This is an optimization exercise on Yosys and OpenROAD, whose aim is small area, not a production implementation. Function was checked by simulation only, so behaviour that the tests miss may differ from the original. No activity file was given, so power comes from the tool's default toggle rates. The clock port is modelled as an ideal driver; clocking choices that lean on that would not hold on a real chip.

Design TOP_FIR, start of the top module:
module TOP_FIR(clk, rst, data_in, data_out);
input clk, rst;
input [15:0] data_in;
output [15:0] data_out;
reg [15:0] data_out;
reg [15:0] d [0:34];
reg [4:0] lf;                  
reg f18, f19;                  
reg n34, n35;                  
reg [7:0] nlo;                 
reg [7:0] nhi;                 
reg [7:0] ylo;                 
reg cn7, kn8, cy7, ky8;        
integer i;
wire [7:0] na_l = ~(d[17][7:0] & {8{f18}});       
wire [15:8] na_h = ~(d[18][15:8] & {8{f19}});     
wire [3:0] a_l = ~na_l[3:0];                       
wire [11:4] a_h = {~na_h[11:8], ~d[18][7:4] & {4{f19}}};    
wire [7:0] b_l = ~d[33][7:0] & {8{~n34}};          
wire [15:8] b_h = ~d[34][15:8] & {8{~n35}};        
always @(posedge clk) begin
	d[0] <= data_in;
	for (i = 1; i < 35; i = i + 1)
		d[i] <= d[i-1];
	d[18][7:0] <= na_l;
	d[19][15:8] <= na_h;
end
always @(posedge clk) begin
	if (rst) begin
		lf <= 5'd0;
		f18 <= 1'b0;
		f19 <= 1'b0;
		n34 <= 1'b1;
		n35 <= 1'b1;
	end else begin
		lf <= {lf[3:0], ~(lf[4] ^ lf[0])};
		f18 <= f18 | (lf[4] & lf[3] & ~lf[0]);
		f19 <= f18;
		n34 <= n34 & ~(f18 & lf[3] & lf[2] & lf[1]);
		n35 <= n34;
	end
end
genvar g;
wire [7:0] nl_p = nlo ^ b_l ^ na_l;
wire [7:0] nl_c = (nlo & b_l) | (nlo & na_l) | (b_l & na_l);
wire [7:0] nl_q = {nl_c[6:0], 1'b1};
wire [8:0] nl_k;
wire [7:0] nl_s;
assign nl_k[0] = 1'b0;
generate for (g = 0; g < 8; g = g + 1) begin : nl_add
	assign nl_s[g] = nl_p[g] ^ nl_q[g] ^ nl_k[g];
	assign nl_k[g+1] = (nl_p[g] & nl_q[g]) | (nl_p[g] & nl_k[g]) | (nl_q[g] & nl_k[g]);
end endgenerate
wire [7:0] nh_p = nhi ^ b_h ^ na_h;
wire [7:0] nh_c = (nhi & b_h) | (nhi & na_h) | (b_h & na_h);
wire [7:0] nh_q = {nh_c[6:0], cn7};
wire [8:0] nh_k;
wire [7:0] nh_s;
assign nh_k[0] = kn8;
  ...
Size in the first run: about 780 cells after synthesis, about 34 I/O pins, roughly 14,000 sq um of cells after synthesis.
==> flow/config.mk <==
export PLATFORM = sky130hd
export DESIGN_NAME = TOP_FIR
export DESIGN_NICKNAME = TOP_FIR
export VERILOG_FILES = /design/flow/design.v
export SDC_FILE = /design/flow/constraint.sdc
export NUM_CORES = 4
export LEC_CHECK = 0
export CAP_MARGIN = 20
export CORE_MARGIN = 2
export CORE_UTILIZATION = 75
export PLACE_DENSITY = 0.92
export SLEW_MARGIN = 20
==> flow/constraint.sdc <==
create_clock -name core_clock -period 5.0 [get_ports {clk}]
set_input_delay 1.0000 -clock core_clock [delete_from_list [all_inputs] [get_ports {clk}]]
set_output_delay 1.0000 -clock core_clock [all_outputs]
set_load 0.01 [all_outputs]
standard.sh (not shown) runs the stock make flow with config.mk's settings and CLKGATE_MAP_FILE= SYNTH_SCRIPT=/design/flow/synth_recipe.tcl, a recipe that flattens the netlist after the stock synthesis.
==> flow/flow/run.sh <==
#!/bin/bash
# The standard layout (standard.sh) with these changes:
#  - after the standard synthesis, flow/handmap.py rebuilds the logic in front of
#    the accumulator registers as the carry-save / ripple-carry adders the RTL
#    describes, and flow/polopt2.py re-chooses the polarity of the full-adder cells
#    and the type of two-input gates to drop inverters. Both keep the netlist
#    logically the same and leave every register, its name and cell type alone;
#  - clock tree synthesis adds no dummy loads and clusters up to 37 sinks per buffer;
#  - port buffers are buf_1.
set -e
W=$PWD
R=$W/orfs/results/sky130hd/TOP_FIR/base
export CTS_ARGS="-sink_clustering_enable -repair_clock_nets -dont_use_dummy_load -buf_list sky130_fd_sc_hd__clkbuf_16 -sink_clustering_size 38 -sink_clustering_max_diameter 100 -balance_levels"
export BUFFER_PORTS_ARGS="-buffer_cell sky130_fd_sc_hd__buf_1"
bash standard.sh $R/1_2_yosys.v > standard_synth.log 2>&1
cp $R/1_2_yosys.v $W/1_2_yosys_std.v
python3 $W/flow/handmap.py $W/1_2_yosys_std.v $W/1_2_yosys_hm.v > handmap.log 2>&1
python3 $W/flow/polopt2.py $W/1_2_yosys_hm.v $R/1_2_yosys.v > polopt.log 2>&1
bash standard.sh > standard.log 2>&1
Other scripts of this flow, unchanged in this note and not shown: flow/flow/handmap.py, flow/flow/polopt2.py
Next try:
--- a/flow/flow/run.sh
+++ b/flow/flow/run.sh
@@ -12,3 +12,3 @@
 R=$W/orfs/results/sky130hd/TOP_FIR/base
-export CTS_ARGS="-sink_clustering_enable -repair_clock_nets -dont_use_dummy_load -buf_list sky130_fd_sc_hd__clkbuf_16 -sink_clustering_size 38 -sink_clustering_max_diameter 100 -balance_levels"
+export CTS_ARGS="-sink_clustering_enable -repair_clock_nets -dont_use_dummy_load -buf_list sky130_fd_sc_hd__clkbuf_16 -root_buf sky130_fd_sc_hd__clkbuf_2 -sink_clustering_size 37 -sink_clustering_max_diameter 100"
 export BUFFER_PORTS_ARGS="-buffer_cell sky130_fd_sc_hd__buf_1"
--- a/flow/config.mk
+++ b/flow/config.mk
@@ -9,4 +9,4 @@
 export CORE_MARGIN = 2
-export CORE_UTILIZATION = 75
-export PLACE_DENSITY = 0.92
+export CORE_UTILIZATION = 70
+export PLACE_DENSITY = 0.85
 export SLEW_MARGIN = 20
After rerunning: Wire length came out lower by 16%; final area went up by 1.2%; worst setup slack gains 130 ps; area after synthesis is unchanged; via count decreases by 2.2%; core utilization drops by 4.9 points; total power goes down by 2.0%; die area is higher by 6.9%; cell count is higher by 5.1%; first-iteration DRC count fell by 12%; sequential power barely changes.
Next try:
--- a/flow/flow/run.sh
+++ b/flow/flow/run.sh
@@ -12,3 +12,3 @@
 R=$W/orfs/results/sky130hd/TOP_FIR/base
-export CTS_ARGS="-sink_clustering_enable -repair_clock_nets -dont_use_dummy_load -buf_list sky130_fd_sc_hd__clkbuf_16 -root_buf sky130_fd_sc_hd__clkbuf_2 -sink_clustering_size 37 -sink_clustering_max_diameter 100"
+export CTS_ARGS="-sink_clustering_enable -repair_clock_nets -dont_use_dummy_load -buf_list sky130_fd_sc_hd__clkbuf_16 -root_buf sky130_fd_sc_hd__clkbuf_4 -sink_clustering_size 37 -sink_clustering_max_diameter 100"
 export BUFFER_PORTS_ARGS="-buffer_cell sky130_fd_sc_hd__buf_1"
=>
- The new run produced a clean layout
- first-iteration DRC count went up by a few percent
- worst hold slack improved by 57 ps
- global-route usage stays flat
Next try:
--- a/flow/flow/run.sh
+++ b/flow/flow/run.sh
@@ -12,3 +12,3 @@
 R=$W/orfs/results/sky130hd/TOP_FIR/base
-export CTS_ARGS="-sink_clustering_enable -repair_clock_nets -dont_use_dummy_load -buf_list sky130_fd_sc_hd__clkbuf_16 -root_buf sky130_fd_sc_hd__clkbuf_4 -sink_clustering_size 37 -sink_clustering_max_diameter 100"
+export CTS_ARGS="-sink_clustering_enable -repair_clock_nets -dont_use_dummy_load -buf_list sky130_fd_sc_hd__clkbuf_16 -sink_clustering_size 37 -sink_clustering_max_diameter 100"
 export BUFFER_PORTS_ARGS="-buffer_cell sky130_fd_sc_hd__buf_1"
After rerunning: Utilization goes up by 0.26 points. Design area goes up by 0.34%. Fmax barely changes. Non-clock buffer count does not change. Clock skew goes down by 22 ps. Global-route usage is about the same.

---

Setup of job 4122:
TOP_FIR again, from the RTL that the note above started with.
export LEC_CHECK = 0
export CAP_MARGIN = 20
export CORE_MARGIN = 2
export CORE_UTILIZATION = 70
export PLACE_DENSITY = 0.85
export SLEW_MARGIN = 20
create_clock -name core_clock -period 5.0 [get_ports {clk}]
==> flow/flow/run.sh <==
#!/bin/bash
# The standard layout (standard.sh) with these changes:
#  - after the standard synthesis, flow/handmap.py rebuilds the logic in front of
#    the accumulator registers as the carry-save / ripple-carry adders the RTL
#    describes, and flow/polopt2.py re-chooses the polarity of the full-adder cells
#    and the type of two-input gates to drop inverters. Both keep the netlist
#    logically the same and leave every register, its name and cell type alone;
#  - clock tree synthesis adds no dummy loads and clusters up to 37 sinks per buffer;
#  - port buffers are buf_1.
set -e
W=$PWD
R=$W/orfs/results/sky130hd/TOP_FIR/base
export CTS_ARGS="-sink_clustering_enable -repair_clock_nets -dont_use_dummy_load -buf_list {sky130_fd_sc_hd__clkbuf_8 sky130_fd_sc_hd__clkbuf_16} -sink_clustering_size 37 -sink_clustering_max_diameter 100"
export BUFFER_PORTS_ARGS="-buffer_cell sky130_fd_sc_hd__buf_1"
bash standard.sh $R/1_2_yosys.v > standard_synth.log 2>&1
cp $R/1_2_yosys.v $W/1_2_yosys_std.v
python3 $W/flow/handmap.py $W/1_2_yosys_std.v $W/1_2_yosys_hm.v > handmap.log 2>&1
python3 $W/flow/polopt2.py $W/1_2_yosys_hm.v $R/1_2_yosys.v > polopt.log 2>&1
bash standard.sh > standard.log 2>&1
Other scripts of this flow, unchanged in this note and not shown: flow/flow/handmap.py, flow/flow/polopt2.py
Job 4122 finished every stage and its layout cleared the timing, design-rule and antenna checks.
The following lists how job 1942 was set up differently from job 4122:
--- a/flow/flow/run.sh
+++ b/flow/flow/run.sh
@@ -6,10 +6,11 @@
 #    and the type of two-input gates to drop inverters. Both keep the netlist
 #    logically the same and leave every register, its name and cell type alone;
-#  - clock tree synthesis adds no dummy loads and clusters up to 37 sinks per buffer;
+#  - clock tree synthesis adds no dummy loads, clusters up to 37 sinks per
+#    buffer and uses clkbuf_4 above the leaf buffers;
 #  - port buffers are buf_1.
 set -e
 W=$PWD
 R=$W/orfs/results/sky130hd/TOP_FIR/base
-export CTS_ARGS="-sink_clustering_enable -repair_clock_nets -dont_use_dummy_load -buf_list {sky130_fd_sc_hd__clkbuf_8 sky130_fd_sc_hd__clkbuf_16} -sink_clustering_size 37 -sink_clustering_max_diameter 100"
+export CTS_ARGS="-sink_clustering_enable -repair_clock_nets -dont_use_dummy_load -buf_list sky130_fd_sc_hd__clkbuf_16 -root_buf sky130_fd_sc_hd__clkbuf_4 -sink_clustering_size 37 -sink_clustering_max_diameter 100"
 export BUFFER_PORTS_ARGS="-buffer_cell sky130_fd_sc_hd__buf_1"
 bash standard.sh $R/1_2_yosys.v > standard_synth.log 2>&1
Results
Delta (job 1942 minus job 4122): sequential share of cell area went up by 0.28 points, cell count was more or less identical, total track usage saw little to no change, required time of the critical path rose 0.19 ns, layout overhead on the synthesized area fell by 0.36 points.

[separate check: timing with driven ports]
No port has a modelled driver above. Below, the same layouts with a new extraction and two added sets of constraints.
Step 1 assumes that a clkbuf_16 drives the clock port and a buf_2 every other input.
Step 2, shift: input delay + t, output delay - t, t = (earliest + latest rising clock arrival at the registers) / 2. This alone moves slack from input paths to output paths.
a / b / c = no drivers / after step 1 / after step 2; a / b = the first two.
| run | t (ns) | slack for setup (ns) | hold WS [ns] | worst slew at a driven data input, ns |
|---|---|---|---|---|
| the first run of note 1 | 0.564 | 0.371 / 0.371 / 0.371 | 0.317 / 0.317 / 0.317 | 0.03 |
| the second run of note 1 | 0.948 | 0.504 / 0.505 / 0.505 | 0.207 / 0.207 / 0.207 | 0.03 |
| the third run of note 1 | 0.766 | 0.542 / 0.543 / 0.543 | 0.264 / 0.264 / 0.264 | 0.03 |
| the fourth run of note 1 | 0.557 | 0.548 / 0.549 / 0.549 | 0.266 / 0.266 / 0.266 | 0.03 |
| job 4122 | 0.557 | 0.548 / 0.549 / 0.549 | 0.266 / 0.266 / 0.266 | 0.03 |
| job 1942 | 0.766 | 0.542 / 0.543 / 0.543 | 0.264 / 0.264 / 0.264 | 0.03 |
After both steps setup and hold are still met in every run listed.
